Context: an optimization exercise on an open-source flow, tuned for small area and a short achievable clock period. The choices shown serve that exercise and are no tape-out recipe. RTL that was checked went through simulation tests only; none was proved equivalent to the original. Power and IR drop assume default switching activity.

Setup of rev 12:
==> module pe, before the edit <==
module pe (
    input [15:0] acc,
    input [10:0] term,
    input dbl,
    input neg,
    output [15:0] sum,
    output c6,
    output c11
);
    wire [15:0] a = acc;
    wire [15:0] b = {{5{term[10]}}, term};
    wire [15:0] c = dbl ? {{4{term[10]}}, term, 1'b0} : 16'd0;
    wire [15:0] s = a ^ b ^ c;
    wire [15:0] k = (a & b) | (a & c) | (b & c);
    wire [16:0] y = {k, neg};
    assign {c6, sum[5:0]} = {1'b0, s[5:0]} + {1'b0, y[5:0]};
    assign {c11, sum[10:6]} = {1'b0, s[10:6]} + {1'b0, y[10:6]};
    assign sum[15:11] = s[15:11] + y[15:11];
endmodule
export LEC_CHECK = 0
export ABC_CLOCK_PERIOD_IN_PS = 2200
export CAP_MARGIN = 20
export CORE_MARGIN = 2
export CORE_UTILIZATION = 65
export CTS_BUF_LIST = sky130_fd_sc_hd__clkbuf_4
export SETUP_SLACK_MARGIN = 3.8
export SLEW_MARGIN = 20
create_clock -name core_clock -period 6.0 [get_ports {clk}]
run.sh (not shown) runs the stock make flow with config.mk's settings and CLKGATE_MAP_FILE= SYNTH_SCRIPT=/design/flow/synth_recipe.tcl, a recipe that flattens the netlist after the stock synthesis.
Input-level comparison between rev 13 and rev 12:
==> flow/design.v, changed modules only <==
module pe (
    input [15:0] acc,
    input [10:0] term,
    input dbl,
    input neg,
    output [15:0] sum,
    output c6,
    output c11
);
    wire sgn = term[10];
    wire [10:0] a = acc[10:0];
    wire [10:0] b = term;
    wire [10:0] c = dbl ? {term[9:0], 1'b0} : 11'd0;
    wire [10:0] s = a ^ b ^ c;
    wire [10:0] k = (a & b) | (a & c) | (b & c);
    wire [11:0] y = {k, neg};
    assign {c6, sum[5:0]} = {1'b0, s[5:0]} + {1'b0, y[5:0]};
    assign {c11, sum[10:6]} = {1'b0, s[10:6]} + {1'b0, y[10:6]};
    wire [2:0] d = {2'b00, k[10]} - {2'b00, sgn} - {2'b00, dbl & sgn};
    assign sum[15:11] = acc[15:11] + {{2{d[2]}}, d};
endmodule
Notes after the runs:
- Rev 13 finished end to end and its layout was clean on timing, DRC and antenna.
- Per the comparison of rev 13 with rev 12, fraction of met2 tracks used by global routing -0.54 points, unique cell type count in the Yosys netlist went down by 8.5%, worst voltage drop across the vdd grid moved up.
- [compare] base=rev 12 new=rev 13: cell area moved down, final worst slack moved up, combinational power moved down, number of non-clock buffers moved down.
- Rev 12 → rev 13: post-route fraction of the period consumed by the critical path down 0.91 points, via count down 1.4%, global-route wire length before repair down 12%, total power down 160 uW.
- Summary — maximum fanout along the worst path, rev 13 relative to rev 12: higher, by 1.
- Comparing rev 13 with rev 12, the worst hold slack came out essentially unchanged.
The RTL of rev 12 was laid out without a check of its function.


cnn_accelerator, a different RTL version from the one above (not shown whole).
For scale: roughly 340 cells after synthesis, about 57 flip-flops, roughly 13 I/O pins, ~3200 sq um of cells after synthesis.
Design cnn_accelerator, start of the top module:
module cnn_accelerator (
    input clk,
    input reset,
    input [7:0] pixel_in,
    input [1:0] kernel_size,
    output reg detected
);
    wire [1:0] lvl;
    systolic_array sa (
        .clk(clk),
        .reset(reset),
        .kernel_size(kernel_size),
        .pixel_in(pixel_in),
        .level(lvl)
    );
    always @(posedge clk or posedge reset) begin
        if (reset)
            detected <= 0;
        else begin
            case (kernel_size)
                2'b00: detected <= |lvl;
                2'b01: detected <= lvl[1];
                2'b10: detected <= &lvl;
                default: detected <= 0;
            endcase
        end
    end
endmodule
==> module pe, before the edit <==
module pe (
    input [15:0] acc,
    input [10:0] term,
    input dbl,
    input neg,
    output [15:0] sum,
    output c11
);
    wire sgn = term[10];
    wire [10:0] a = acc[10:0];
    wire [10:0] b = term;
    wire [10:0] c = dbl ? {term[9:0], 1'b0} : 11'd0;
    wire [10:0] s = a ^ b ^ c;
    wire [10:0] k = (a & b) | (a & c) | (b & c);
    wire [11:0] y = {k, neg};
    assign {c11, sum[10:0]} = {1'b0, s} + {1'b0, y[10:0]};
    wire [2:0] d = {2'b00, k[10]} - {2'b00, sgn} - {2'b00, dbl & sgn};
    assign sum[15:11] = acc[15:11] + {{2{d[2]}}, d};
endmodule
==> module resolve, before the edit <==
module resolve (
    input [15:0] x,
    input c11,
    output [15:0] s
);
    wire [4:0] h = x[15:11];
    wire [4:0] ch;
    assign ch[0] = c11;
    genvar i;
    generate
        for (i = 1; i < 5; i = i + 1) begin : hc
            assign ch[i] = c11 & (&h[i-1:0]);
        end
    endgenerate
    assign s = {h ^ ch, x[10:0]};
endmodule
==> module systolic_array, before the edit <==
module systolic_array (
    input clk,
    input reset,
    input [1:0] kernel_size,
    input [7:0] pixel_in,
    output [1:0] level
);
    reg [5:0] index;
    reg run_q, live_q, wrp_q;
    reg [1:0] lvl_q;
    reg [9:0] term_q;
    reg neg_q, dbl_q;
    reg [15:0] ps_q;
    reg ps_c11;
    reg signed [15:0] ps_d;
    wire [4:0] wcode;
    kernel_rom kr (.kernel_size(kernel_size), .addr(index), .wcode(wcode));
    wire run = (kernel_size == 2'b00 && index < 9) ||
               (kernel_size == 2'b01 && index < 25) ||
               (kernel_size == 2'b10 && index < 49);
    wire [9:0] px = {{2{pixel_in[7]}}, pixel_in};
    wire [9:0] sh = ({10{wcode[0]}} & px) | ({10{wcode[1]}} & {px[8:0], 1'b0}) |
                    ({10{wcode[2]}} & {px[7:0], 2'b0});
    wire [9:0] term_d = sh ^ {10{wcode[3]}};
    wire [15:0] ps_full;
    resolve rs (.x(ps_q), .c11(ps_c11), .s(ps_full));
    wire [15:0] partial_sum = run_q ? ps_full : 16'd0;
    wire [15:0] pe_sum;
    wire c11;
    pe pe_inst (.acc(ps_d), .term({term_q[9], term_q}), .dbl(dbl_q), .neg(neg_q),
                .sum(pe_sum), .c11(c11));
    wire gt200 = ps_d > 16'sd200;
    wire gt500 = ps_d > 16'sd500;
    wire gt1000 = ps_d > 16'sd1000;
    assign level = wrp_q ? {gt500, gt1000 | (gt200 & ~gt500)} : lvl_q;
    always @(posedge clk) begin
        term_q <= term_d;
        neg_q <= wcode[3];
        dbl_q <= wcode[4];
        ps_q <= pe_sum;
        ps_c11 <= c11;
        ps_d <= partial_sum;
    end
    always @(posedge clk or posedge reset) begin
        if (reset) begin
            index <= 0;
            run_q <= 0;
            live_q <= 0;
            wrp_q <= 0;
            lvl_q <= 0;
        end else begin
            live_q <= 1'b1;
            run_q <= run & live_q;
            wrp_q <= !run;
            lvl_q <= level;
            if (run)
                index <= index + 1;
            else
                index <= 0;
        end
    end
endmodule
export LEC_CHECK = 0
export ABC_CLOCK_PERIOD_IN_PS = 2200
export CAP_MARGIN = 20
export CORE_MARGIN = 2
export CORE_UTILIZATION = 65
export CTS_BUF_LIST = sky130_fd_sc_hd__clkbuf_4
export SETUP_SLACK_MARGIN = 3.8
export SLEW_MARGIN = 20
create_clock -name core_clock -period 6.0 [get_ports {clk}]
Edit:
--- a/flow/design.v
+++ b/flow/design.v
@@ -40,8 +40,9 @@
     input [10:0] term,
     input dbl,
     input neg,
     output [15:0] sum,
+    output c6,
     output c11
 );
     wire sgn = term[10];
     wire [10:0] a = acc[10:0];
@@ -49,27 +50,49 @@
     wire [10:0] c = dbl ? {term[9:0], 1'b0} : 11'd0;
     wire [10:0] s = a ^ b ^ c;
     wire [10:0] k = (a & b) | (a & c) | (b & c);
     wire [11:0] y = {k, neg};
-    assign {c11, sum[10:0]} = {1'b0, s} + {1'b0, y[10:0]};
+    assign {c6, sum[5:0]} = {1'b0, s[5:0]} + {1'b0, y[5:0]};
+    assign {c11, sum[10:6]} = {1'b0, s[10:6]} + {1'b0, y[10:6]};
     wire [2:0] d = {2'b00, k[10]} - {2'b00, sgn} - {2'b00, dbl & sgn};
     assign sum[15:11] = acc[15:11] + {{2{d[2]}}, d};
 endmodule
 module resolve (
     input [15:0] x,
+    input c6,
     input c11,
     output [15:0] s
 );
-    wire [4:0] h = x[15:11];
-    wire [4:0] ch;
-    assign ch[0] = c11;
+    wire [4:0] m = x[10:6];
+    wire [4:0] cm;
+    assign cm[0] = c6;
     genvar i;
     generate
-        for (i = 1; i < 5; i = i + 1) begin : hc
-            assign ch[i] = c11 & (&h[i-1:0]);
+        for (i = 1; i < 5; i = i + 1) begin : mc
+            assign cm[i] = c6 & (&m[i-1:0]);
         end
     endgenerate
-    assign s = {h ^ ch, x[10:0]};
+    wire mo = c6 & (&m);
+    wire [4:0] h = x[15:11];
+    wire both = mo & c11;
+    wire one = mo ^ c11;
+    wire [4:0] t1;
+    assign t1[0] = one;
+    generate
+        for (i = 1; i < 5; i = i + 1) begin : hc
+            assign t1[i] = one & (&h[i-1:0]);
+        end
+    endgenerate
+    wire [4:0] h1 = h ^ t1;
+    wire [4:0] t2;
+    assign t2[0] = 1'b0;
+    assign t2[1] = both;
+    generate
+        for (i = 2; i < 5; i = i + 1) begin : hd
+            assign t2[i] = both & (&h1[i-1:1]);
+        end
+    endgenerate
+    assign s = {h1 ^ t2, m ^ cm, x[5:0]};
 endmodule
 module systolic_array (
     input clk,
     input reset,
@@ -77,14 +100,14 @@
     input [7:0] pixel_in,
     output [1:0] level
 );
     reg [5:0] index;
-    reg run_q, live_q, wrp_q;
+    reg run_q, live_q;
     reg [1:0] lvl_q;
     reg [9:0] term_q;
     reg neg_q, dbl_q;
     reg [15:0] ps_q;
-    reg ps_c11;
+    reg ps_c6, ps_c11;
     reg signed [15:0] ps_d;
     wire [4:0] wcode;
     kernel_rom kr (.kernel_size(kernel_size), .addr(index), .wcode(wcode));
     wire run = (kernel_size == 2'b00 && index < 9) ||
@@ -94,37 +117,36 @@
     wire [9:0] sh = ({10{wcode[0]}} & px) | ({10{wcode[1]}} & {px[8:0], 1'b0}) |
                     ({10{wcode[2]}} & {px[7:0], 2'b0});
     wire [9:0] term_d = sh ^ {10{wcode[3]}};
     wire [15:0] ps_full;
-    resolve rs (.x(ps_q), .c11(ps_c11), .s(ps_full));
+    resolve rs (.x(ps_q), .c6(ps_c6), .c11(ps_c11), .s(ps_full));
     wire [15:0] partial_sum = run_q ? ps_full : 16'd0;
     wire [15:0] pe_sum;
-    wire c11;
+    wire c6, c11;
     pe pe_inst (.acc(ps_d), .term({term_q[9], term_q}), .dbl(dbl_q), .neg(neg_q),
-                .sum(pe_sum), .c11(c11));
+                .sum(pe_sum), .c6(c6), .c11(c11));
     wire gt200 = ps_d > 16'sd200;
     wire gt500 = ps_d > 16'sd500;
     wire gt1000 = ps_d > 16'sd1000;
-    assign level = wrp_q ? {gt500, gt1000 | (gt200 & ~gt500)} : lvl_q;
+    assign level = (live_q & ~run_q) ? {gt500, gt1000 | (gt200 & ~gt500)} : lvl_q;
     always @(posedge clk) begin
         term_q <= term_d;
         neg_q <= wcode[3];
         dbl_q <= wcode[4];
         ps_q <= pe_sum;
+        ps_c6 <= c6;
         ps_c11 <= c11;
         ps_d <= partial_sum;
     end
     always @(posedge clk or posedge reset) begin
         if (reset) begin
             index <= 0;
             run_q <= 0;
             live_q <= 0;
-            wrp_q <= 0;
             lvl_q <= 0;
         end else begin
             live_q <= 1'b1;
             run_q <= run & live_q;
-            wrp_q <= !run;
             lvl_q <= level;
             if (run)
                 index <= index + 1;
             else
Result: The changed run completed without violations; core utilization drops by 8.9 points; count of clock-buffer cells in the layout rose by 1; routed wire length went down by 16%; total power decreases by 26%; sequential power falls by 5.6%; hold slack got worse by 0.012 ns; final area shrinks by about 5.6%.
No run of this note included a check of the RTL's function; only the layout flow was run.

==> re-timing with driven ports <==
How much do the figures lean on ideal ports? The routed layouts below were timed once more, with nothing changed but the port constraints.
Step 1 (the two cells are an assumption about what drives the block):
set clk [get_ports {clk}]
set_driving_cell -lib_cell sky130_fd_sc_hd__clkbuf_16 $clk
set_driving_cell -lib_cell sky130_fd_sc_hd__buf_2 [delete_from_list [all_inputs] $clk]
Step 2 also shifts input and output timing later by t, the mid clock arrival at the registers, as if the neighbouring blocks saw the same clock.
Three values: no drivers, after step 1, after step 2; two values: the first two.
run	shift t [ns]	setup slack, ns	worst setup path at the end	clock arrival spread, ns	worst slew at a driven data input, ns
rev 12	0.423	3.789 / 3.767 / 3.344	input to register	0.009 / 0.010	0.06
rev 13	0.423	3.844 / 3.840 / 3.417	input to register	0.007 / 0.007	0.04
the first run of note 2	0.421	3.414 / 3.414 / 3.348	input to register	0.013 / 0.013	0.06
the second run of note 2	0.410	3.765 / 3.730 / 3.319	input to register	0.021 / 0.021	0.06
After both steps setup and hold are still met in every run listed. The setup slack of the second run of note 2, which loses most, moves by -0.035 ns with the drivers and by -0.446 ns with both steps.
